Context: an optimization exercise on an open-source flow, tuned for small area. The choices shown serve that exercise and are no tape-out recipe.
Function was checked by simulation only, so behaviour that the tests miss may differ from the original.
Power and IR drop assume default switching activity.

File: design/flow/design.v
module processing_unit(
    input clock,
    input reset,
    input start,
    output input_req,
    input [(6 - 1) : 0] input_val,
    input input_ready,
    input [(2 * 2 * 6 - 1) : 0] weight_vals,
    output [(6 - 1) : 0] output_val,
    output output_valid,
    output done
);
    localparam  WAIT_FOR_START = 3'd0,
                RESET_SIGNALS = 3'd1,
                WAIT_FOR_INPUT = 3'd2,
                INIT_SIGNALS = 3'd3,
                WAIT_FOR_ZERO = 3'd4,
                OUTPUT_IS_READY = 3'd5,
                INDEX_INCREMENT = 3'd6,
                DONE_FLAG = 3'd7;
    reg [2:0] state, next_state;
    reg [5:0] sc_count;
    reg [1:0] width_index, height_index;
    wire s_frame = (state == RESET_SIGNALS);
    wire run     = (state == WAIT_FOR_ZERO);
    wire s_inc   = (state == INDEX_INCREMENT);
    wire last    = (sc_count == 6'd63);
    assign input_req = (state == WAIT_FOR_INPUT);
    assign done = (state == DONE_FLAG);
    assign output_valid = (state == OUTPUT_IS_READY) && (width_index != 2'd0) && (height_index != 2'd0);
    always @(*) begin
        case (state)
            WAIT_FOR_START:  next_state = start ? RESET_SIGNALS : WAIT_FOR_START;
            RESET_SIGNALS:   next_state = WAIT_FOR_INPUT;
            WAIT_FOR_INPUT:  next_state = input_ready ? INIT_SIGNALS : WAIT_FOR_INPUT;
            INIT_SIGNALS:    next_state = WAIT_FOR_ZERO;
            WAIT_FOR_ZERO:   next_state = last ? OUTPUT_IS_READY : WAIT_FOR_ZERO;
            OUTPUT_IS_READY: next_state = INDEX_INCREMENT;
            INDEX_INCREMENT: next_state = ((width_index == 2'd3) && (height_index == 2'd3)) ? DONE_FLAG : WAIT_FOR_INPUT;
            default:         next_state = WAIT_FOR_START;
        endcase
    end
    always @(posedge clock) begin
        if (reset)
            state <= WAIT_FOR_START;
        else
            state <= next_state;
    end
    always @(posedge clock) begin
        if (reset)
            sc_count <= 0;
        else
            sc_count <= sc_count ^ {run & (&sc_count[4:0]), run & (&sc_count[3:0]), run & (&sc_count[2:0]),
                                    run & (&sc_count[1:0]), run & sc_count[0], run};
    end
    always @(posedge clock) begin
        if (s_frame)
            {height_index, width_index} <= 4'd0;
        else begin
            width_index[0] <= width_index[0] ^ s_inc;
            width_index[1] <= width_index[1] ^ (s_inc & width_index[0]);
            height_index[0] <= height_index[0] ^ (s_inc & (&width_index));
            height_index[1] <= height_index[1] ^ (s_inc & (&width_index) & height_index[0]);
        end
    end
    function automatic ge6(input [5:0] a, input [5:0] b);
        integer k;
        begin
            ge6 = 1'b1;
            for (k = 0; k < 6; k = k + 1)
                ge6 = (a[k] ^ b[k]) ? a[k] : ge6;
        end
    endfunction
    wire half_cnt = sc_count[0];
    reg [6:1] g;
    always @(posedge clock) begin
        if (reset)
            g <= 6'd10;
        else if (run)
            g <= {g[5:1], g[6] ~^ g[5]};
    end
    reg [7:1] q;
    wire q_en = run && !((width_index == 2'd3) && last);
    always @(posedge clock) begin
        if (s_frame)
            q[6:1] <= 6'd25;
        else if (q_en)
            q[6:1] <= {q[5:1], q[6] ~^ q[5]};
        if (q_en)
            q[7] <= q[6];
    end
    wire [5:0] l3 = q[6:1];
    wire [5:0] l4 = q[7:2];
    wire h3 = (6'd32 >= l3);
    wire h4 = (6'd32 >= l4);
    wire in_x = ge6(input_val, g);
    wire mx10 = ge6(weight_vals[12 +: 6], l3) ~^ in_x;
    wire mx11 = ge6(weight_vals[18 +: 6], l4) ~^ in_x;
    wire ry00 = (width_index == 2'd2) ? height_index[1] : h3;
    reg ry01, x10, y10, x11, y11;
    always @(posedge clock) begin
        if (s_frame) begin
            {ry01, x10, y10, x11, y11} <= 5'd0;
        end else if (run && (height_index != 2'd0)) begin
            if (width_index != 2'd3) begin
                ry01 <= ry00 ~^ h3;
                x10 <= mx10 ~^ ry01;
                y10 <= ry01 ~^ h3;
            end
            if (width_index != 2'd0) begin
                x11 <= half_cnt ? (mx11 ~^ y10) : x10;
                y11 <= y10 ~^ h4;
            end
        end
    end
    reg [5:0] ne;
    wire sc_est = ge6(~g, ne);
    wire est_max = (ne == 6'd0);
    wire est_min = (ne == 6'd63);
    wire up = (~est_max) & (x11 | est_min);
    wire cnt_en = x11 ^ (y11 ~^ sc_est);
    reg [6:0] ne_t;
    integer k;
    always @(*) begin
        ne_t[0] = run & cnt_en;
        for (k = 0; k < 6; k = k + 1)
            ne_t[k + 1] = ne_t[k] & (ne[k] ^ up);
    end
    always @(posedge clock) begin
        if (reset)
            ne <= 6'd63;
        else
            ne <= ne ^ ne_t[5:0];
    end
    assign output_val = ne;
endmodule
File: design/flow/flow/run.sh
#!/bin/bash
set -euo pipefail
export BUFFER_PORTS_ARGS="-buffer_cell sky130_fd_sc_hd__buf_1"
export CTS_ARGS="-sink_clustering_enable -repair_clock_nets -dont_use_dummy_load"
bash standard.sh > standard.log 2>&1
File: design/flow/standard.sh
#!/bin/bash
# synth_recipe.tcl (not shown) runs the flow's synth.tcl, then flattens the netlist and writes it again
# the make line also repeats each setting of config.mk as NAME=value (left out here)
make -C /OpenROAD-flow-scripts/flow DESIGN_CONFIG=/design/flow/config.mk WORK_HOME=/design/flow/orfs CLKGATE_MAP_FILE= SYNTH_SCRIPT=/design/flow/synth_recipe.tcl "${@:-finish}"
File: design/flow/config.mk
export PLATFORM = sky130hd
export DESIGN_NAME = processing_unit
export DESIGN_NICKNAME = processing_unit
export VERILOG_FILES = /design/flow/design.v
export SDC_FILE = /design/flow/constraint.sdc
export NUM_CORES = 4
export LEC_CHECK = 0
export CAP_MARGIN = 20
export CORE_MARGIN = 2
export CORE_UTILIZATION = 40
export SLEW_MARGIN = 20
File: design/flow/constraint.sdc
create_clock -name core_clock -period 6.0 [get_ports {clock}]
set_input_delay 1.2000 -clock core_clock [delete_from_list [all_inputs] [get_ports {clock}]]
set_output_delay 1.2000 -clock core_clock [all_outputs]
set_load 0.01 [all_outputs]
==> results.toml, run 1 <==
[worst_setup_path]
startpoint = "input_val[0]"
worstPathCellList = "buf_1 -> nand2b_1 -> maj3_1 -> maj3_1 -> o2bb2ai_1 -> nor2b_1 -> a41o_1 -> o21a_1"
cp.buffers_inverters = 1
critPathTopFamily = "adder cells"
worst_setup_path_end_kind = "flop"
crit_type = "primary input to flop"
slowest_delay_ps = 400
worstSetupStartpointType = "primary input"
critPathMaxFanout = 3
crit_required_ps = 6170
timing.rr.start = "state[2]$_SDFF_PP0_"
cp.arrival_ps = 2920
cp_common_cell = "maj3_1"
slowest_stage = "maj3_1"

[clock_tree]
clock-sinks = 37
cts.htree.levels = 2
cts_tree = "built"
root_buffer = "clkbuf_8"
cts_setup_buffers = 0
clkTransAtPathRegs_ps = 60
cts.hold.buffers_added = 0
insertion_delay_ps = 290
cts_buffers = 5
post_cts_resized = 0
cts_max_path_buffers = 2

[grt]
grt_max_degree = 22
antenna_found_initial = 0
grtUsageTotal_pct = 15.7
grt_pass1_wl_um = 7590
grt.overflow.total = 0
grt_pass1_vias = 1687

[placed_design]
postPlaceCellArea_mm2 = 0.00229
dp_hpwl_um = 3090
io_buffers = 30
globalplace.congestion = 0.810
dpl_worst_slack_ps = 2940

[timing]
worst_pin_slew_ps = 748
rsz0062_at_grt = "no"
finalSetupViolations = 0
finalSetupTns_ps = 0
period_minus_slack_ps = 2740
maxSlewHeadroom_pct = 49.8
finalMaxSlewViolations = 0
fin_ws_ps = 3260
fin_crit_sh_pct = 45.7
hold_ws_ps = 488
fmaxAchievable_mhz = 364
hold_viol_final = 0
skew_ps = 18.8

[yosys]
ys_top_cells_by_area = "dfxtp_1, nand2_1, nor2_1, xnor2_1, mux2i_1"
yosysWarnings = 1
synth_ff_type = "dfxtp_1"
async_flop_share_pct = 0
synth_edf_count = 1
syn_avg_cell_area_um2 = 8.07
synthSimpleGateAreaFrac_pct = 24.2
ys_ff_latch = 37
yosysTopAreaCellShare_pct = 33.6
syn_area_mm2 = 0.00215
synthTopCellsByCount = "dfxtp_1, nand2_1, nor2_1"
yosysUniqueCellTypes = 54
synthCells = 266
syn-num-nets = 304
synth_xor_area_share_pct = 6.53
synth_compound_area_share_pct = 19.1
synthAdderAreaFrac_pct = 6.18
ys_seq_area_share_pct = 35.0
synth_top_family_by_area = "simple AND/OR/NAND/NOR gates"
yosys.area.top_type = "dfxtp_1"
synth.mux.area_fraction_pct = 3.26
yosysMostFrequentCell = "dfxtp_1"

[detailed_routing]
vias = 1846
wl_per_cell_um = 12.2
drtIter0Drc = 78
topRoutingLayerUsed = "met4"
via_per_inst = 5.17
dr_wl_met3_um = 133
drt-total-wl_um = 4360
wl_met2_um = 1910
met1_length_um = 2290
ant_nets = 0
drc = 0
drt_pass1_iterations = 4

[cells_and_area]
multiInputGateArea_mm2 = 0.00127
num_antenna_cells = 0
drive_above_1_share_pct = 4.88
n_fill_cell = 558
post-route-cell-area_mm2 = 0.00236
syn2layout_area_growth_pct = 9.91
seq_area_um2 = 751
layout.nets = 327

[power]
p_total_uw = 659
leakage_uw = 0.000933
powerDensity_mw_per_mm2 = 279
ir_drop_mv = 0.113

[die]
dieWidth_um = 77.3
fp-row-count = 26
die_h_um = 77.3
dieArea_mm2 = 0.00597
core_mm2 = 0.00514
start_util_pct = 41.8
pin_count = 43

[min_path]
hold_start = "g[2]$_SDFFE_PP1P_"
hold_class = "flop to flop"

[flow_run]
maxCapViolations = 0

[status]
status = "finished clean"
==> layer usage <==
metal | global-route usage [%] | up-vias
met2 | 24.1 | 21
met1 | 21.2 | 846
met3 | 4.35 | 4
met4 | 5.54 | 0
met5 | 0 | -
li1 | - | 975
==> power by group <==
group          switching (uW)  internal (uW)
sequential               49.2            281
clock                    82.0           74.9
combinational            89.2           82.8
total                     220            439
==> path summary, 6_finish.rpt <==
check | endpoint | slack (ps) | depth (start not counted)
max reg2reg | q[7]$_DFFE_PP_ | 3600 | 5
min reg2reg | g[3]$_SDFFE_PP0P_ | 490 | 2
max | x11$_SDFFE_PP0P_ | 3260 | 8
min | g[3]$_SDFFE_PP0P_ | 490 | 2
==> logic make-up (layout without fill, tap and decap cells) <==
group,after synthesis,after routing
XOR/XNOR,16,16
flip-flops,37,37
buffers and inverters,32,53
AO/OA/AOI/OAI,59,59
AND/OR/NAND/NOR,103,103
adder cells (fa/ha/maj),12,12
multiplexers,7,7
==> final cells by class <==
type / count / area share (%)
tap: 70 / 3.71
clock buffer: 5 / 2.92
sequential: 37 / 31.8
timing repair buffer: 30 / 4.77
inverter: 18 / 2.86
multi-input combinational: 197 / 53.9
==> flip-flops by register name, summed over array words and instances (netlist names) <==
name	count
sc_count	6
y11	1
g	6
state	3
x10	1
width_index	2
y10	1
height_index	2
q	7
x11	1
ry01	1
ne	6
==> worst min-delay path, delay by kind of cell (launching register included) <==
family / cells / cell delay (ps)
AO/OA/AOI/OAI: 1 / 50
AND/OR/NAND/NOR: 1 / 60
flip-flops: 1 / 330
==> metrics by stage <==
stage	utilization, %	instances
after global routing	45.9	357
after CTS	45.9	357
after floorplan	-	266
after detailed placement	44.6	352
final	45.9	357
after global placement	44.6	352
==> cells in the final DEF, fill, tap and decap left out, drive strengths merged, types with 4 or more instances in the layout <==
cell	instances
nand2b	5
and4	5
buf	30
nor2b	8
dfxtp	36
nand2	29
inv	18
nand4	4
a21oi	12
ha	4
nand3	7
mux2i	7
xor2	6
xnor2	10
a31oi	7
o21ai	11
clkbuf	5
maj3	8
nor2	29
==> run 2, diff against run 1 <==
==> design/flow/flow/run.sh (replaced) <==
#!/bin/bash
set -euo pipefail
export BUFFER_PORTS_ARGS="-buffer_cell sky130_fd_sc_hd__buf_1"
export CTS_ARGS="-sink_clustering_enable -repair_clock_nets -dont_use_dummy_load -buf_list sky130_fd_sc_hd__clkbuf_16 -sink_clustering_size 40 -sink_clustering_max_diameter 200"
bash standard.sh > standard.log 2>&1
==> run 2 against run 1 <==
  * Clock-buffer cell count did not move
  * Register-to-register slack is essentially flat
  * Clock skew shrank 4.0 ps
  * Power is 12% higher
  * Sequential share of layout area decreased by 0.74 points
  * Setup slack worse by 41 ps
  * Combinational power about the same
  * Synthesized cell count stayed put
  * Design area up 2.4%
  * Global-route usage is 0.099 points higher
  * Maximum frequency decreased by 1.5%
  * First-iteration DRC count grew 6.4%
  * Critical path type unchanged
==> results.toml, run 2 <==
[min_path]
hold_class = "flop to flop"
whs_path_depth = 2
hold_start = "g[2]$_SDFFE_PP1P_"
hold_end = "g[3]$_SDFFE_PP0P_"

[clock_tree]
cts_max_path_buffers = 2
post_cts_resized = 0
cts_tree = "built"
clock-sinks = 37
cts_buffers = 5
clkTransAtPathRegs_ps = 50
root_buffer = "clkbuf_16"
cts_setup_buffers = 0
insertion_delay_ps = 280
cts.hold.buffers_added = 0
cts.htree.levels = 2

[die]
dieWidth_um = 77.3
start_util_pct = 41.8
pin_count = 43
dieArea_mm2 = 0.00597
core_mm2 = 0.00514
die_h_um = 77.3
fp-row-count = 26

[timing]
fin_ws_ps = 3220
maxSlewHeadroom_pct = 50.1
skew_ps = 14.8
rsz0062_at_grt = "no"
period_minus_slack_ps = 2780
finalSetupTns_ps = 0
fin_crit_sh_pct = 46.4
fmaxAchievable_mhz = 359
hold_ws_ps = 486
finalSetupViolations = 0
finalMaxSlewViolations = 0
hold_viol_final = 0
worst_pin_slew_ps = 743

[cells_and_area]
largest_reg_flops = 7
n_fill_cell = 548
mostFrequentLayoutCell = "dfxtp_1"
stdcell_count = 357
num_antenna_cells = 0
drive_above_1_share_pct = 4.88
layout.nets = 327
regMostFlops = "q"
post-route-cell-area_mm2 = 0.00242
syn2layout_area_growth_pct = 12.5
layout_common_cells = "dfxtp_1, buf_1, nand2_1, nor2_1, inv_1"

[worst_setup_path]
slowest_delay_ps = 410
crit_type = "primary input to flop"
cp_common_cell = "maj3_1"
critPathMaxFanout = 3
rr_worst_depth = 5
rrSetupSlack_ps = 3600
cp.arrival_ps = 2940
worst_setup_path_end_kind = "flop"
worstPathCellList = "buf_1 -> nand2b_1 -> maj3_1 -> maj3_1 -> o2bb2ai_1 -> nor2b_1 -> a41o_1 -> o21a_1"
timing.rr.start = "state[2]$_SDFF_PP0_"
worstSetupStartpointType = "primary input"
slowest_stage = "maj3_1"
crit_required_ps = 6160
r2r_end = "q[7]$_DFFE_PP_"

[placed_design]
postPlaceCellArea_mm2 = 0.00229
io_buffers = 30
globalplace.congestion = 0.810
place_inst = 352
dp_hpwl_um = 3090
dpl_worst_slack_ps = 2940

[yosys]
syn_area_mm2 = 0.00215
syn_avg_cell_area_um2 = 8.07
async_flop_share_pct = 0
ys_top_cells_by_area = "dfxtp_1, nand2_1, nor2_1, xnor2_1, mux2i_1"
ys_ff_latch = 37
synth_ff_type = "dfxtp_1"
yosysWarnings = 1
yosysUniqueCellTypes = 54
synthTopCellsByCount = "dfxtp_1, nand2_1, nor2_1"
syn-num-nets = 304
ys_seq_area_share_pct = 35.0
yosys.area.top_type = "dfxtp_1"
yosysTopAreaCellShare_pct = 33.6
yosysMostFrequentCell = "dfxtp_1"
synth_edf_count = 1
synthCells = 266

[grt]
grtUsageTotal_pct = 15.8
grt_max_degree = 22
grt.overflow.total = 0
top_usage_layer = "met2"
use_met1_pct = 21.1
antenna_found_initial = 0
grt_pass1_wl_um = 7670
grt_use_met2_pct = 24.1
use_met3_pct = 4.59
grt_pass1_vias = 1707

[detailed_routing]
ant_nets = 0
drtIter0Drc = 83
drt-total-wl_um = 4410
drc = 0
vias = 1864
via_per_inst = 5.22
drt_pass1_iterations = 4
wl_per_cell_um = 12.4

[status]
status = "finished clean"

[power]
ir_drop_mv = 0.129
powerDensity_mw_per_mm2 = 305
leakage_uw = 0.000958

[flow_run]
maxCapViolations = 0
[run 2: cell count changes in the layout (fill, tap and decap cells not counted)]
cell,change
clkbuf_16,+5
clkbuf_8,-5
[run 2: final cells by class]
cell class	count	area [um2]	area share, %
Sequential cell	37	751	31.1
Multi-Input combinational cell	197	1270	52.7
Inverter	18	67.6	2.80
Clock buffer	5	125	5.18
Tap cell	70	87.6	3.63
Timing Repair Buffer	30	113	4.66
[run 2: critical path, delay by kind of cell]
kind,cells,cell delay (ps)
adder cells (fa/ha/maj),2,760
AO/OA/AOI/OAI,3,620
AND/OR/NAND/NOR,2,290
buffers and inverters,1,60
[run 2: worst max path at each step]
stage	start	to	slack, ps	cells past startpoint
global route	input_val[0]	x11$_SDFFE_PP0P_	3120	8
detailed placement	input_val[0]	x11$_SDFFE_PP0P_	2940	8
finish	input_val[0]	x11$_SDFFE_PP0P_	3220	8
global placement	input_val[0]	x11$_SDFFE_PP0P_	2950	8
floorplan	input_val[0]	x11$_SDFFE_PP0P_	3180	7
CTS	input_val[0]	x11$_SDFFE_PP0P_	3220	8
[run 2: logic make-up after synthesis]
| kind of cell | synth area share (%) |
|---|---|
| XOR/XNOR | 6.53 |
| AO/OA/AOI/OAI | 19.1 |
| buffers and inverters | 5.77 |
| flip-flops | 35.0 |
| adder cells (fa/ha/maj) | 6.18 |
| multiplexers | 3.26 |
| AND/OR/NAND/NOR | 24.2 |
[run 2: per-stage QoR]
| step | power, uW | utilization, % |
|---|---|---|
| finish | 737 | 47.0 |
| global route | 794 | 47.0 |
| CTS | 746 | 47.0 |
| detailed placement | 510 | 44.6 |
| global placement | 506 | 44.6 |
| floorplan | 467 | - |
[run 2: power breakdown]
part	switching (uW)	leakage, uW	internal [uW]
logic	89.4	0.000594	82.8
clock network	86.7	0.0000616	146
registers	49.6	0.000302	282
[run 2: layer usage]
metal,vias to the layer above,part of all wire [%]
li1,980,-
met1,847,51
met2,33,44
met3,4,3.7
met4,0,1.5
met5,-,0
==> run 3, diff against run 2 <==
==> design/flow/flow/run.sh (replaced) <==
#!/bin/bash
set -euo pipefail
export BUFFER_PORTS_ARGS="-buffer_cell sky130_fd_sc_hd__buf_1"
export CTS_ARGS="-repair_clock_nets -dont_use_dummy_load -buf_list sky130_fd_sc_hd__clkbuf_16"
bash standard.sh > standard.log 2>&1
==> run 3 against run 2 <==
  * Non-clock buffer count is the same
  * Global-route usage did not move
  * Sequential share of layout area is the same
  * Clock power hardly changed
  * Largest power group unchanged
  * Critical path type unchanged
  * Die area did not move
  * Hold slack unchanged
  * Sequential power is essentially flat
  * Power unchanged
  * Still clean on timing, DRC and antenna
  * Design area unchanged
  * Largest cell class unchanged
==> results.toml, run 3 <==
[clock_tree]
insertion_delay_ps = 280
cts_setup_buffers = 0
post_cts_resized = 0
cts.hold.buffers_added = 0
cts.htree.levels = 2
root_buffer = "clkbuf_16"
clkTransAtPathRegs_ps = 50
cts_buffers = 5
clock-sinks = 37
cts_max_path_buffers = 2
cts_tree = "built"

[worst_setup_path]
critPathMaxFanout = 3
crit_type = "primary input to flop"
rr_worst_depth = 5
slowest_stage = "maj3_1"
worst_setup_path_end_kind = "flop"
crit_required_ps = 6160
worstPathCellList = "buf_1 -> nand2b_1 -> maj3_1 -> maj3_1 -> o2bb2ai_1 -> nor2b_1 -> a41o_1 -> o21a_1"
cp.arrival_ps = 2940
slowest_delay_ps = 410
cp_common_cell = "maj3_1"
worstSetupStartpointType = "primary input"
rrSetupSlack_ps = 3600

[placed_design]
dp_hpwl_um = 3090
globalplace.congestion = 0.810
io_buffers = 30
postPlaceCellArea_mm2 = 0.00229

[cells_and_area]
mostFrequentLayoutCell = "dfxtp_1"
largest_reg_flops = 7
regMostFlops = "q"
drive_above_1_share_pct = 4.88
layout.nets = 327
num_antenna_cells = 0
syn2layout_area_growth_pct = 12.5
n_fill_cell = 548
post-route-cell-area_mm2 = 0.00242
layout_common_cells = "dfxtp_1, buf_1, nand2_1, nor2_1, inv_1"

[yosys]
yosysMostFrequentCell = "dfxtp_1"
synth_ff_type = "dfxtp_1"
yosys.area.top_type = "dfxtp_1"
yosysUniqueCellTypes = 54
synthTopCellsByCount = "dfxtp_1, nand2_1, nor2_1"
ys_seq_area_share_pct = 35.0
synth_edf_count = 1
syn-num-nets = 304
ys_ff_latch = 37
syn_avg_cell_area_um2 = 8.07
yosysWarnings = 1
yosysTopAreaCellShare_pct = 33.6
synthCells = 266
syn_area_mm2 = 0.00215
async_flop_share_pct = 0
ys_top_cells_by_area = "dfxtp_1, nand2_1, nor2_1, xnor2_1, mux2i_1"

[die]
pin_count = 43
dieWidth_um = 77.3
fp-row-count = 26
die_h_um = 77.3
start_util_pct = 41.8
core_mm2 = 0.00514
dieArea_mm2 = 0.00597

[grt]
grt_pass1_wl_um = 7670
grtUsageTotal_pct = 15.8
grt_pass1_vias = 1707
antenna_found_initial = 0
grt.overflow.total = 0
grt_max_degree = 22

[detailed_routing]
drtIter0Drc = 83
wl_per_cell_um = 12.4
drt_pass1_iterations = 4
vias = 1864
ant_nets = 0
drt-total-wl_um = 4410
via_per_inst = 5.22
drc = 0

[power]
p_total_uw = 737
powerDensity_mw_per_mm2 = 305
ir_drop_mv = 0.129
leakage_uw = 0.000958

[timing]
fin_crit_sh_pct = 46.4
fmaxAchievable_mhz = 359
hold_viol_final = 0
finalMaxSlewViolations = 0
maxSlewHeadroom_pct = 50.1
skew_ps = 14.8
period_minus_slack_ps = 2780
worst_pin_slew_ps = 743
finalSetupViolations = 0
rsz0062_at_grt = "no"
finalSetupTns_ps = 0

[min_path]
whs_path_depth = 2
hold_class = "flop to flop"

[flow_run]
maxCapViolations = 0

[status]
status = "finished clean"
[run 3: power by group]
group / switching [uW] / leakage, uW / internal [uW]
logic: 89.4 / 0.000594 / 82.8
clock network: 86.7 / 0.0000616 / 146
registers: 49.6 / 0.000302 / 282
total: 226 / 0.000958 / 511
[run 3: layout make-up]
class | count | area (um2) | share of cell area, %
inverter | 18 | 67.6 | 2.80
sequential | 37 | 751 | 31.1
tap | 70 | 87.6 | 3.63
timing repair buffer | 30 | 113 | 4.66
clock buffer | 5 | 125 | 5.18
multi-input combinational | 197 | 1270 | 52.7
[run 3: worst paths after layout]
check                                         start                 to
worst max register to register  state[2]$_SDFF_PP0_     q[7]$_DFFE_PP_
worst max-delay path                   input_val[0]   x11$_SDFFE_PP0P_
worst min register to register    g[2]$_SDFFE_PP1P_  g[3]$_SDFFE_PP0P_
worst min-delay path              g[2]$_SDFFE_PP1P_  g[3]$_SDFFE_PP0P_
[run 3: logic make-up (layout without fill, tap and decap cells)]
kind of cell / after synthesis / in the layout / synth area share [%]
adders and majority gates: 12 / 12 / 6.18
AOI/OAI and AO/OA: 59 / 59 / 19.1
DFF: 37 / 37 / 35.0
xor gates and xnor gates: 16 / 16 / 6.53
buffers and inverters: 32 / 53 / 5.77
and+or+nand+nor: 103 / 103 / 24.2
muxes: 7 / 7 / 3.26
[run 3: worst max-delay path, delay by kind of cell]
family / cells / cell delay (ps)
AO/OA/AOI/OAI: 3 / 620
adder cells (fa/ha/maj): 2 / 760
buffers and inverters: 1 / 60
AND/OR/NAND/NOR: 2 / 290
[run 3: per-stage QoR]
stage                     utilization [%]  setup slack, ps  std cells  hold WS (ps)
final                                47.0             3220        357           486
after global routing                 47.0             3120        357           523
after CTS                            47.0             3220        357           492
after detailed placement             44.6             2940        352           485
after global placement               44.6             2950        352           482
after floorplan                         -             3180        266           458
[run 3: per-layer routing]
metal	share of wire (%)	global-route usage (%)	wire length, um
met5	0	0	0
met4	1.5	6.07	64
met3	3.7	4.59	163
met2	44	24.1	1920
met1	51	21.1	2260
==> run 4, diff against run 3 <==
==> design/flow/flow/run.sh (replaced) <==
#!/bin/bash
set -euo pipefail
export BUFFER_PORTS_ARGS="-buffer_cell sky130_fd_sc_hd__buf_1"
export CTS_ARGS="-sink_clustering_enable -repair_clock_nets -dont_use_dummy_load -buf_list sky130_fd_sc_hd__clkbuf_8 -sink_clustering_size 40 -sink_clustering_max_diameter 200"
bash standard.sh > standard.log 2>&1
==> run 4 against run 3 <==
  * Non-clock buffer count stayed put
  * Global-route usage is 0.099 points lower
  * Register-to-register slack hardly changed
  * Critical path depth stayed put
  * Cell count stayed put
  * Maximum frequency is 1.5% higher
  * Die area stayed put
  * Via count is 0.97% lower
  * Routed wire length is 1.1% lower
  * Design area is 2.3% lower
  * Largest power group unchanged
==> results.toml, run 4 <==
[yosys]
synth_ff_type = "dfxtp_1"
synthCells = 266
synthTopCellsByCount = "dfxtp_1, nand2_1, nor2_1"
ys_seq_area_share_pct = 35.0
async_flop_share_pct = 0
synth_edf_count = 1
syn_area_mm2 = 0.00215
yosysWarnings = 1
yosys.area.top_type = "dfxtp_1"
yosysUniqueCellTypes = 54
yosysMostFrequentCell = "dfxtp_1"
syn_avg_cell_area_um2 = 8.07
ys_ff_latch = 37
ys_top_cells_by_area = "dfxtp_1, nand2_1, nor2_1, xnor2_1, mux2i_1"
syn-num-nets = 304
yosysTopAreaCellShare_pct = 33.6

[worst_setup_path]
worstSetupStartpointType = "primary input"
timing.rr.start = "state[2]$_SDFF_PP0_"
slowest_delay_ps = 400
critPathMaxFanout = 3
cp.arrival_ps = 2920
startpoint = "input_val[0]"
critPathTopFamily = "adder cells"
rrSetupSlack_ps = 3600
r2r_end = "q[7]$_DFFE_PP_"
worst_setup_path_end_kind = "flop"
rr_worst_depth = 5
cp.buffers_inverters = 1
crit_type = "primary input to flop"
slowest_stage = "maj3_1"
cp_common_cell = "maj3_1"
crit_required_ps = 6170
worstPathCellList = "buf_1 -> nand2b_1 -> maj3_1 -> maj3_1 -> o2bb2ai_1 -> nor2b_1 -> a41o_1 -> o21a_1"

[detailed_routing]
ant_nets = 0
drt-total-wl_um = 4360
drc = 0
vias = 1846
wl_per_cell_um = 12.2
via_per_inst = 5.17
drt_pass1_iterations = 4
drtIter0Drc = 78

[timing]
finalSetupTns_ps = 0
rsz0062_at_grt = "no"
fin_ws_ps = 3260
finalMaxSlewViolations = 0
fmaxAchievable_mhz = 364
worst_pin_slew_ps = 748
period_minus_slack_ps = 2740
finalSetupViolations = 0
hold_ws_ps = 488
hold_viol_final = 0
maxSlewHeadroom_pct = 49.8
skew_ps = 18.8
fin_crit_sh_pct = 45.7

[cells_and_area]
mostFrequentLayoutCell = "dfxtp_1"
layout.nets = 327
n_fill_cell = 558
regMostFlops = "q"
post-route-cell-area_mm2 = 0.00236
largest_reg_flops = 7
drive_above_1_share_pct = 4.88
layout_common_cells = "dfxtp_1, buf_1, nand2_1, nor2_1, inv_1"
syn2layout_area_growth_pct = 9.91
num_antenna_cells = 0

[grt]
use_met1_pct = 21.2
grtUsageTotal_pct = 15.7
use_met3_pct = 4.35
grt_max_degree = 22
grt_pass1_vias = 1687
antenna_found_initial = 0
top_usage_layer = "met2"
grt_pass1_wl_um = 7590
grt.overflow.total = 0
grt_use_met2_pct = 24.1

[min_path]
hold_class = "flop to flop"
whs_path_depth = 2
hold_start = "g[2]$_SDFFE_PP1P_"
hold_end = "g[3]$_SDFFE_PP0P_"

[die]
dieArea_mm2 = 0.00597
fp-row-count = 26
core_mm2 = 0.00514
pin_count = 43
start_util_pct = 41.8
dieWidth_um = 77.3
die_h_um = 77.3

[power]
p_total_uw = 659
swShare_pct = 33.4
leakage_uw = 0.000933
ir_drop_mv = 0.113
clockPowerShare_pct = 23.8
comb_power_share_pct = 26.1
seqPwrFrac_pct = 50.1
intPower_uw = 439
powerDensity_mw_per_mm2 = 279
power.switching_uw = 220

[clock_tree]
insertion_delay_ps = 290
root_buffer = "clkbuf_8"
cts.hold.buffers_added = 0
clkTransAtPathRegs_ps = 60
cts_setup_buffers = 0
clock-sinks = 37
cts_tree = "built"
cts_buffers = 5
cts.htree.levels = 2
cts_max_path_buffers = 2
post_cts_resized = 0

[placed_design]
io_buffers = 30
postPlaceCellArea_mm2 = 0.00229
dpl_worst_slack_ps = 2940
dp_hpwl_um = 3090
globalplace.congestion = 0.810

[status]
status = "finished clean"

[flow_run]
maxCapViolations = 0
-- run 4: cell count changes in the layout (fill, tap and decap cells not counted) --
| cell | delta |
|---|---|
| clkbuf_16 | -5 |
| clkbuf_8 | +5 |
-- run 4: worst reg2reg max path, stage by stage (launching register included) --
cell and delay [ps]:
dfxtp_1 440, inv_1 120, or3_1 490, inv_1 520, nand2_1 340, inv_1 200
-- run 4: how the worst max path moves through the flow --
stage	depth (start not counted)	end
after floorplan	7	x11$_SDFFE_PP0P_
after global placement	8	x11$_SDFFE_PP0P_
after detailed placement	8	x11$_SDFFE_PP0P_
after CTS	8	x11$_SDFFE_PP0P_
after global routing	8	x11$_SDFFE_PP0P_
final	8	x11$_SDFFE_PP0P_
-- run 4: layer usage --
metal | vias up | wire, um
met5 | - | 0
met4 | 0 | 34
met3 | 4 | 133
met2 | 21 | 1910
met1 | 846 | 2290
li1 | 975 | -
-- run 4: power by group through the flow --
stage	registers (uW)	clock network (uW)	logic, uW
after floorplan	315	0	152
after global placement	335	0	171
after detailed placement	336	0	174
after CTS	331	163	175
after global routing	340	171	203
final	330	157	172
-- run 4: final cells by class --
cell class,count,area [um2],area share [%]
multi-input combinational,197,1270,53.9
sequential,37,751,31.8
timing repair buffer,30,113,4.77
tap,70,87.6,3.71
clock buffer,5,68.8,2.92
inverter,18,67.6,2.86
-- run 4: metrics by stage --
step / util, % / cells
final: 45.9 / 357
after global routing: 45.9 / 357
after CTS: 45.9 / 357
after detailed placement: 44.6 / 352
after global placement: 44.6 / 352
after floorplan: - / 266
-- run 4: cells by family after synthesis --
family / Yosys count / share of synthesized area (%)
mux: 7 / 3.26
simple gates: 103 / 24.2
xor+xnor: 16 / 6.53
compound gates: 59 / 19.1
fa+ha+maj: 12 / 6.18
flops: 37 / 35.0
buf+inv: 32 / 5.77
==> run 5, diff against run 4 <==
==> design/flow/flow/run.sh (replaced) <==
#!/bin/bash
set -euo pipefail
export BUFFER_PORTS_ARGS="-buffer_cell sky130_fd_sc_hd__buf_1"
export CTS_ARGS="-sink_clustering_enable -sink_clustering_levels 1 -sink_clustering_size 40 -sink_clustering_max_diameter 300 -repair_clock_nets -dont_use_dummy_load -buf_list sky130_fd_sc_hd__clkbuf_16"
bash standard.sh > standard.log 2>&1
==> run 5 against run 4 <==
  * Still clean
  * Combinational power about the same
  * Power increased by 12%
  * Non-clock buffer count unchanged
  * Routed wire length increased by 1.1%
  * Hold slack got worse by 1.7 ps
  * First-iteration DRC count increased by 6.4%
  * Clock skew decreased by 4.0 ps
  * Die area unchanged
  * Synthesized cell count unchanged
  * Critical endpoint unchanged
  * Largest power group unchanged
==> results.toml, run 5 <==
[yosys]
synth_edf_count = 1
syn_avg_cell_area_um2 = 8.07
yosysTopAreaCellShare_pct = 33.6
ys_top_cells_by_area = "dfxtp_1, nand2_1, nor2_1, xnor2_1, mux2i_1"
yosys.area.top_type = "dfxtp_1"
ys_seq_area_share_pct = 35.0
syn-num-nets = 304
yosysMostFrequentCell = "dfxtp_1"
synthTopCellsByCount = "dfxtp_1, nand2_1, nor2_1"
synthCells = 266
yosysUniqueCellTypes = 54
ys_ff_latch = 37
synth_ff_type = "dfxtp_1"
syn_area_mm2 = 0.00215
yosysWarnings = 1
async_flop_share_pct = 0

[worst_setup_path]
cp.arrival_ps = 2940
crit_required_ps = 6160
worstSetupStartpointType = "primary input"
worst_setup_path_end_kind = "flop"
critPathMaxFanout = 3
crit_type = "primary input to flop"

[grt]
grt_pass1_wl_um = 7670
grt.overflow.total = 0
grt_pass1_vias = 1707
grtUsageTotal_pct = 15.8
grt_max_degree = 22
antenna_found_initial = 0

[cells_and_area]
syn2layout_area_growth_pct = 12.5
layout_common_cells = "dfxtp_1, buf_1, nand2_1, nor2_1, inv_1"
num_antenna_cells = 0
mostFrequentLayoutCell = "dfxtp_1"
regMostFlops = "q"
drive_above_1_share_pct = 4.88
largest_reg_flops = 7
layout.nets = 327

[timing]
fin_crit_sh_pct = 46.4
worst_pin_slew_ps = 743
finalSetupTns_ps = 0
finalMaxSlewViolations = 0
hold_ws_ps = 486
maxSlewHeadroom_pct = 50.1
period_minus_slack_ps = 2780
hold_viol_final = 0
rsz0062_at_grt = "no"
skew_ps = 14.8
finalSetupViolations = 0
fmaxAchievable_mhz = 359

[detailed_routing]
via_per_inst = 5.22
vias = 1864
drt-total-wl_um = 4410
drc = 0
drtIter0Drc = 83
ant_nets = 0
wl_per_cell_um = 12.4
drt_pass1_iterations = 4

[clock_tree]
cts_setup_buffers = 0
cts.hold.buffers_added = 0
cts_buffers = 5
clock-sinks = 37
cts_max_path_buffers = 2
insertion_delay_ps = 280
cts.htree.levels = 2
clkTransAtPathRegs_ps = 50
cts_tree = "built"
root_buffer = "clkbuf_16"
post_cts_resized = 0

[die]
pin_count = 43
dieArea_mm2 = 0.00597
dieWidth_um = 77.3
fp-row-count = 26
core_mm2 = 0.00514
start_util_pct = 41.8
die_h_um = 77.3

[placed_design]
globalplace.congestion = 0.810
dp_hpwl_um = 3090
io_buffers = 30

[power]
leakage_uw = 0.000958
ir_drop_mv = 0.129
powerDensity_mw_per_mm2 = 305

[status]
status = "finished clean"

[min_path]
hold_class = "flop to flop"

[flow_run]
maxCapViolations = 0
-- run 5: cell type report --
type | count | area, um2
fill | 548 | 2720
multi-input combinational | 197 | 1270
sequential | 37 | 751
clock buffer | 5 | 125
timing repair buffer | 30 | 113
tap | 70 | 87.6
inverter | 18 | 67.6
-- run 5: logic make-up (layout without fill, tap and decap cells) --
logic type | after synthesis | after routing | share of synthesized area [%]
fa+ha+maj | 12 | 12 | 6.18
xor+xnor | 16 | 16 | 6.53
mux | 7 | 7 | 3.26
flops | 37 | 37 | 35.0
compound gates | 59 | 59 | 19.1
buf+inv | 32 | 53 | 5.77
simple gates | 103 | 103 | 24.2
-- run 5: path summary, 6_finish.rpt --
path                             from                end  slack [ps]  depth (start not counted)
setup / recovery         input_val[0]   x11$_SDFFE_PP0P_        3220                          8
hold / removal      g[2]$_SDFFE_PP1P_  g[3]$_SDFFE_PP0P_         490                          2
setup reg to reg  state[2]$_SDFF_PP0_     q[7]$_DFFE_PP_        3600                          5
hold reg to reg     g[2]$_SDFFE_PP1P_  g[3]$_SDFFE_PP0P_         490                          2
-- run 5: critical path, stage by stage --
cell and delay (ps):
buf_1 60, nand2b_1 130, maj3_1 350, maj3_1 410
o2bb2ai_1 210, nor2b_1 160, a41o_1 230, o21a_1 180
-- run 5: metal layers --
| layer | track usage, % | share of wire, % | routed length, um |
|---|---|---|---|
| met5 | 0 | 0 | 0 |
| met3 | 4.59 | 3.7 | 163 |
| met2 | 24.1 | 44 | 1920 |
| met1 | 21.1 | 51 | 2260 |
| met4 | 6.07 | 1.5 | 64 |
-- run 5: metrics by stage --
stage	total power [uW]	worst slack [ps]	instance area (um2)	util, %	std cells
floorplan	467	3180	2150	-	266
global placement	506	2950	2290	44.6	352
detailed placement	510	2940	2290	44.6	352
CTS	746	3220	2420	47.0	357
global route	794	3120	2420	47.0	357
finish	737	3220	2420	47.0	357
-- run 5: power breakdown --
| part | total (uW) | internal, uW | switching [uW] | leakage [uW] |
|---|---|---|---|---|
| Clock | 233 | 146 | 86.7 | 0.0000616 |
| Sequential | 332 | 282 | 49.6 | 0.000302 |
| Combinational | 172 | 82.8 | 89.4 | 0.000594 |
| Total | 737 | 511 | 226 | 0.000958 |
==> run 6, diff against run 5 <==
--- a/design/flow/design.v
+++ b/design/flow/design.v
@@ -23,7 +23,6 @@
     reg [1:0] width_index, height_index;
     wire s_frame = (state == RESET_SIGNALS);
     wire run     = (state == WAIT_FOR_ZERO);
-    wire s_inc   = (state == INDEX_INCREMENT);
     wire last    = (sc_count == 6'd63);
     assign input_req = (state == WAIT_FOR_INPUT);
     assign done = (state == DONE_FLAG);
@@ -49,28 +48,15 @@
     always @(posedge clock) begin
         if (reset)
             sc_count <= 0;
-        else
-            sc_count <= sc_count ^ {run & (&sc_count[4:0]), run & (&sc_count[3:0]), run & (&sc_count[2:0]),
-                                    run & (&sc_count[1:0]), run & sc_count[0], run};
+        else if (run)
+            sc_count <= sc_count + 1'b1;
     end
     always @(posedge clock) begin
         if (s_frame)
             {height_index, width_index} <= 4'd0;
-        else begin
-            width_index[0] <= width_index[0] ^ s_inc;
-            width_index[1] <= width_index[1] ^ (s_inc & width_index[0]);
-            height_index[0] <= height_index[0] ^ (s_inc & (&width_index));
-            height_index[1] <= height_index[1] ^ (s_inc & (&width_index) & height_index[0]);
-        end
+        else if (state == INDEX_INCREMENT)
+            {height_index, width_index} <= {height_index, width_index} + 1'b1;
     end
-    function automatic ge6(input [5:0] a, input [5:0] b);
-        integer k;
-        begin
-            ge6 = 1'b1;
-            for (k = 0; k < 6; k = k + 1)
-                ge6 = (a[k] ^ b[k]) ? a[k] : ge6;
-        end
-    endfunction
     wire half_cnt = sc_count[0];
     reg [6:1] g;
     always @(posedge clock) begin
@@ -93,9 +79,9 @@
     wire [5:0] l4 = q[7:2];
     wire h3 = (6'd32 >= l3);
     wire h4 = (6'd32 >= l4);
-    wire in_x = ge6(input_val, g);
-    wire mx10 = ge6(weight_vals[12 +: 6], l3) ~^ in_x;
-    wire mx11 = ge6(weight_vals[18 +: 6], l4) ~^ in_x;
+    wire in_x = (input_val >= g);
+    wire mx10 = (weight_vals[12 +: 6] >= l3) ~^ in_x;
+    wire mx11 = (weight_vals[18 +: 6] >= l4) ~^ in_x;
     wire ry00 = (width_index == 2'd2) ? height_index[1] : h3;
     reg ry01, x10, y10, x11, y11;
     always @(posedge clock) begin
@@ -113,24 +99,17 @@
             end
         end
     end
-    reg [5:0] ne;
-    wire sc_est = ge6(~g, ne);
-    wire est_max = (ne == 6'd0);
-    wire est_min = (ne == 6'd63);
+    reg [5:0] est;
+    wire sc_est = (est >= g);
+    wire est_max = (est == 6'd63);
+    wire est_min = (est == 6'd0);
     wire up = (~est_max) & (x11 | est_min);
     wire cnt_en = x11 ^ (y11 ~^ sc_est);
-    reg [6:0] ne_t;
-    integer k;
-    always @(*) begin
-        ne_t[0] = run & cnt_en;
-        for (k = 0; k < 6; k = k + 1)
-            ne_t[k + 1] = ne_t[k] & (ne[k] ^ up);
-    end
     always @(posedge clock) begin
         if (reset)
-            ne <= 6'd63;
-        else
-            ne <= ne ^ ne_t[5:0];
+            est <= 0;
+        else if (run && cnt_en)
+            est <= up ? est + 1'b1 : est - 1'b1;
     end
-    assign output_val = ne;
+    assign output_val = ~est;
 endmodule
==> design/flow/run.sh (new file) <==
#!/bin/bash
# synth_recipe.tcl (not shown) runs the flow's synth.tcl, then flattens the netlist and writes it again
# the make line also repeats each setting of config.mk as NAME=value (left out here)
make -C /OpenROAD-flow-scripts/flow DESIGN_CONFIG=/design/flow/config.mk WORK_HOME=/design/flow/orfs CLKGATE_MAP_FILE= SYNTH_SCRIPT=/design/flow/synth_recipe.tcl finish
removed: design/flow/flow/run.sh
removed: design/flow/standard.sh
==> run 6 against run 5 <==
  * Clock power shrank about 30%
  * Non-clock buffer count is the same
  * Hold slack lost 23 ps
  * Sequential share of layout area shrank 4.8 points
==> results.toml, run 6 <==
[status]
status = "finished clean"

[flow_run]
maxCapViolations = 0

[power]
comb_power_share_pct = 17.5
intPower_uw = 382
leakage_uw = 0.00118
powerDensity_mw_per_mm2 = 182
ir_drop_mv = 0.112
swShare_pct = 26.7
clockPowerShare_pct = 31.6
seqPwrFrac_pct = 50.9
power.switching_uw = 139

[timing]
period_minus_slack_ps = 3290
fmaxAchievable_mhz = 304
maxSlewHeadroom_pct = 39.3
hold_viol_final = 0
finalSetupViolations = 0
fin_crit_sh_pct = 54.8
finalSetupTns_ps = 0
finalMaxSlewViolations = 0
skew_ps = 5.75
rsz0062_at_grt = "no"
worst_pin_slew_ps = 911

[clock_tree]
cts.hold.buffers_added = 0
cts_setup_buffers = 0
cts_tree = "built"
clock-sinks = 37
post_cts_resized = 0
cts_buffers = 5
insertion_delay_ps = 280
cts.htree.levels = 2
clkTransAtPathRegs_ps = 70
cts_max_path_buffers = 2
root_buffer = "clkbuf_8"

[yosys]
syn_area_mm2 = 0.00243
syn_avg_cell_area_um2 = 8.52
synthTopCellsByCount = "dfxtp_1, ha_1, nor2_1"
syn-num-nets = 353
synth_edf_count = 1
yosysUniqueCellTypes = 43
yosysTopAreaCellShare_pct = 29.7
synth_ff_type = "dfxtp_1"
async_flop_share_pct = 0
ys_top_cells_by_area = "dfxtp_1, ha_1, a21oi_1, nor2_1, inv_1"
yosysWarnings = 1
ys_ff_latch = 37
yosys.area.top_type = "dfxtp_1"
synthCells = 285
yosysMostFrequentCell = "dfxtp_1"
ys_seq_area_share_pct = 30.9

[min_path]
hold_end = "q[5]$_SDFFE_PP1P_"
hold_start = "q[4]$_SDFFE_PP1P_"
whs_path_depth = 1
hold_class = "flop to flop"

[die]
start_util_pct = 41.3
dieWidth_um = 81.9
dieArea_mm2 = 0.00671
pin_count = 43
fp-row-count = 28
die_h_um = 81.9
core_mm2 = 0.00589

[grt]
grt_pass1_vias = 1767
grt_pass1_wl_um = 7910
antenna_found_initial = 0
grt_max_degree = 21
grtUsageTotal_pct = 14.9
grt.overflow.total = 0

[placed_design]
globalplace.congestion = 0.772
dp_hpwl_um = 3610
place_inst = 381
io_buffers = 30

[worst_setup_path]
rrSetupSlack_ps = 3500
slowest_delay_ps = 740
slowest_stage = "dfxtp_1"
timing.rr.start = "est[1]$_SDFFE_PP0P_"
critPathTopFamily = "flip-flops"
cp.buffers_inverters = 1
worstSetupStartpointType = "flop"
critPathMaxFanout = 19
worst_setup_path_end_kind = "output port"
r2r_end = "est[5]$_SDFFE_PP0P_"
crit_required_ps = 4800
rr_worst_depth = 11
cp.depth = 3
cp.arrival_ps = 2090
crit_type = "flop to output port"
worstPathCellList = "nand2_1 -> nor4_1 -> clkdlybuf4s50_1"

[detailed_routing]
drc = 0
vias = 1962
drt_pass1_iterations = 4
wl_per_cell_um = 11.9
ant_nets = 0
drtIter0Drc = 52
via_per_inst = 5.04
drt-total-wl_um = 4630

[cells_and_area]
largest_reg_flops = 7
stdcell_count = 389
mostFrequentLayoutCell = "dfxtp_1"
regMostFlops = "q"
layout.nets = 381
syn2layout_area_growth_pct = 17.6
n_fill_cell = 597
num_antenna_cells = 0
drive_above_1_share_pct = 4.46
layout_common_cells = "dfxtp_1, ha_1, nor2_1"
run 6: cell families after synthesis:
| group | after synthesis | share of synthesized area (%) |
|---|---|---|
| adder cells (fa/ha/maj) | 34 | 17.8 |
| buffers and inverters | 36 | 6.23 |
| XOR/XNOR | 16 | 6.34 |
| multiplexers | 7 | 3.40 |
| AO/OA/AOI/OAI | 68 | 18.0 |
| flip-flops | 37 | 30.9 |
| AND/OR/NAND/NOR | 87 | 17.3 |
run 6: power by group through the flow:
stage | clock, uW | sequential [uW] | combinational, uW
after global routing | 182 | 266 | 105
final | 164 | 265 | 91.3
after floorplan | 0 | 266 | 66.8
after CTS | 173 | 265 | 93.3
after detailed placement | 0 | 271 | 92.6
after global placement | 0 | 271 | 90.7
run 6: how the worst max path moves through the flow:
stage	startpoint	end	slack (ps)
floorplan	input_val[2]	x10$_SDFFE_PP0P_	3340
global placement	input_val[0]	x10$_SDFFE_PP0P_	2770
detailed placement	input_val[0]	x10$_SDFFE_PP0P_	2730
CTS	state[2]$_SDFF_PP0_	output_valid	2700
global route	state[2]$_SDFF_PP0_	output_valid	2590
finish	state[2]$_SDFF_PP0_	output_valid	2710
run 6: worst reg2reg max path, cell delays in order (launching register included):
cell      delay, ps
dfxtp_1         360
nor4_1          270
a21oi_1         100
o21ai_1         270
inv_1           160
ha_1            310
a211oi_1        240
o21bai_1        100
a21oi_1         180
xor2_1          110
a211o_1         300
nand2_1          50
run 6: layer usage:
metal  GRT usage (%)  wire (um)  vias up
met2            23.2       2000       27
li1                -          -     1053
met4            3.50         29        0
met3            3.08        181        4
met5               0          0        -
met1            21.1       2420      878
run 6: final cells by class:
| type | instances | area [um2] | area share (%) |
|---|---|---|---|
| flip-flops and latches | 37 | 751 | 26.3 |
| clock buffers | 6 | 72.6 | 2.54 |
| multi-input cells | 212 | 1530 | 53.5 |
| clock inverters | 2 | 10.0 | 0.351 |
| inverters | 27 | 101 | 3.55 |
| repair buffers | 30 | 300 | 10.5 |
| well taps | 75 | 93.8 | 3.29 |
run 6: stage by stage:
step                      total power (uW)  utilization [%]  hold slack (ps)  setup WS (ps)  area, um2
after global routing                   553             48.5              492           2590       2860
after detailed placement               363             47.1              446           2730       2770
final                                  521             48.5              463           2710       2860
after global placement                 361             47.1              444           2770       2770
after floorplan                        332                -              432           3340       2430
after CTS                              531             48.5              465           2700       2860

[what the ideal ports hide]
Ports are ideal in the flow. The routed layouts listed here were re-timed in OpenROAD.
Step 1: set_driving_cell puts a clkbuf_16 on clock and a buf_2 on each other input, an assumption about the parent block.
Step 2 also shifts input and output timing later by t, the mid clock arrival at the registers, as if the neighbouring blocks saw the same clock.
a / b / c = no drivers / after step 1 / after step 2; a / b = the first two.
run | t, ns | slack for setup (ns) | clock arrival spread, ns | pins driven straight from the clock port
run 1 | 0.312 | 3.256 / 3.265 / 2.952 | 0.018 / 0.019 | 1
run 2 | 0.303 | 3.216 / 3.228 / 2.925 | 0.014 / 0.015 | 1
run 3 | 0.303 | 3.216 / 3.228 / 2.925 | 0.014 / 0.015 | 1
run 4 | 0.312 | 3.256 / 3.265 / 2.952 | 0.018 / 0.019 | 1
run 5 | 0.303 | 3.216 / 3.228 / 2.925 | 0.014 / 0.015 | 1
run 6 | 0.305 | 2.709 / 2.683 / 2.751 | 0.006 / 0.006 | 1
After both steps setup and hold are still met in every run listed.
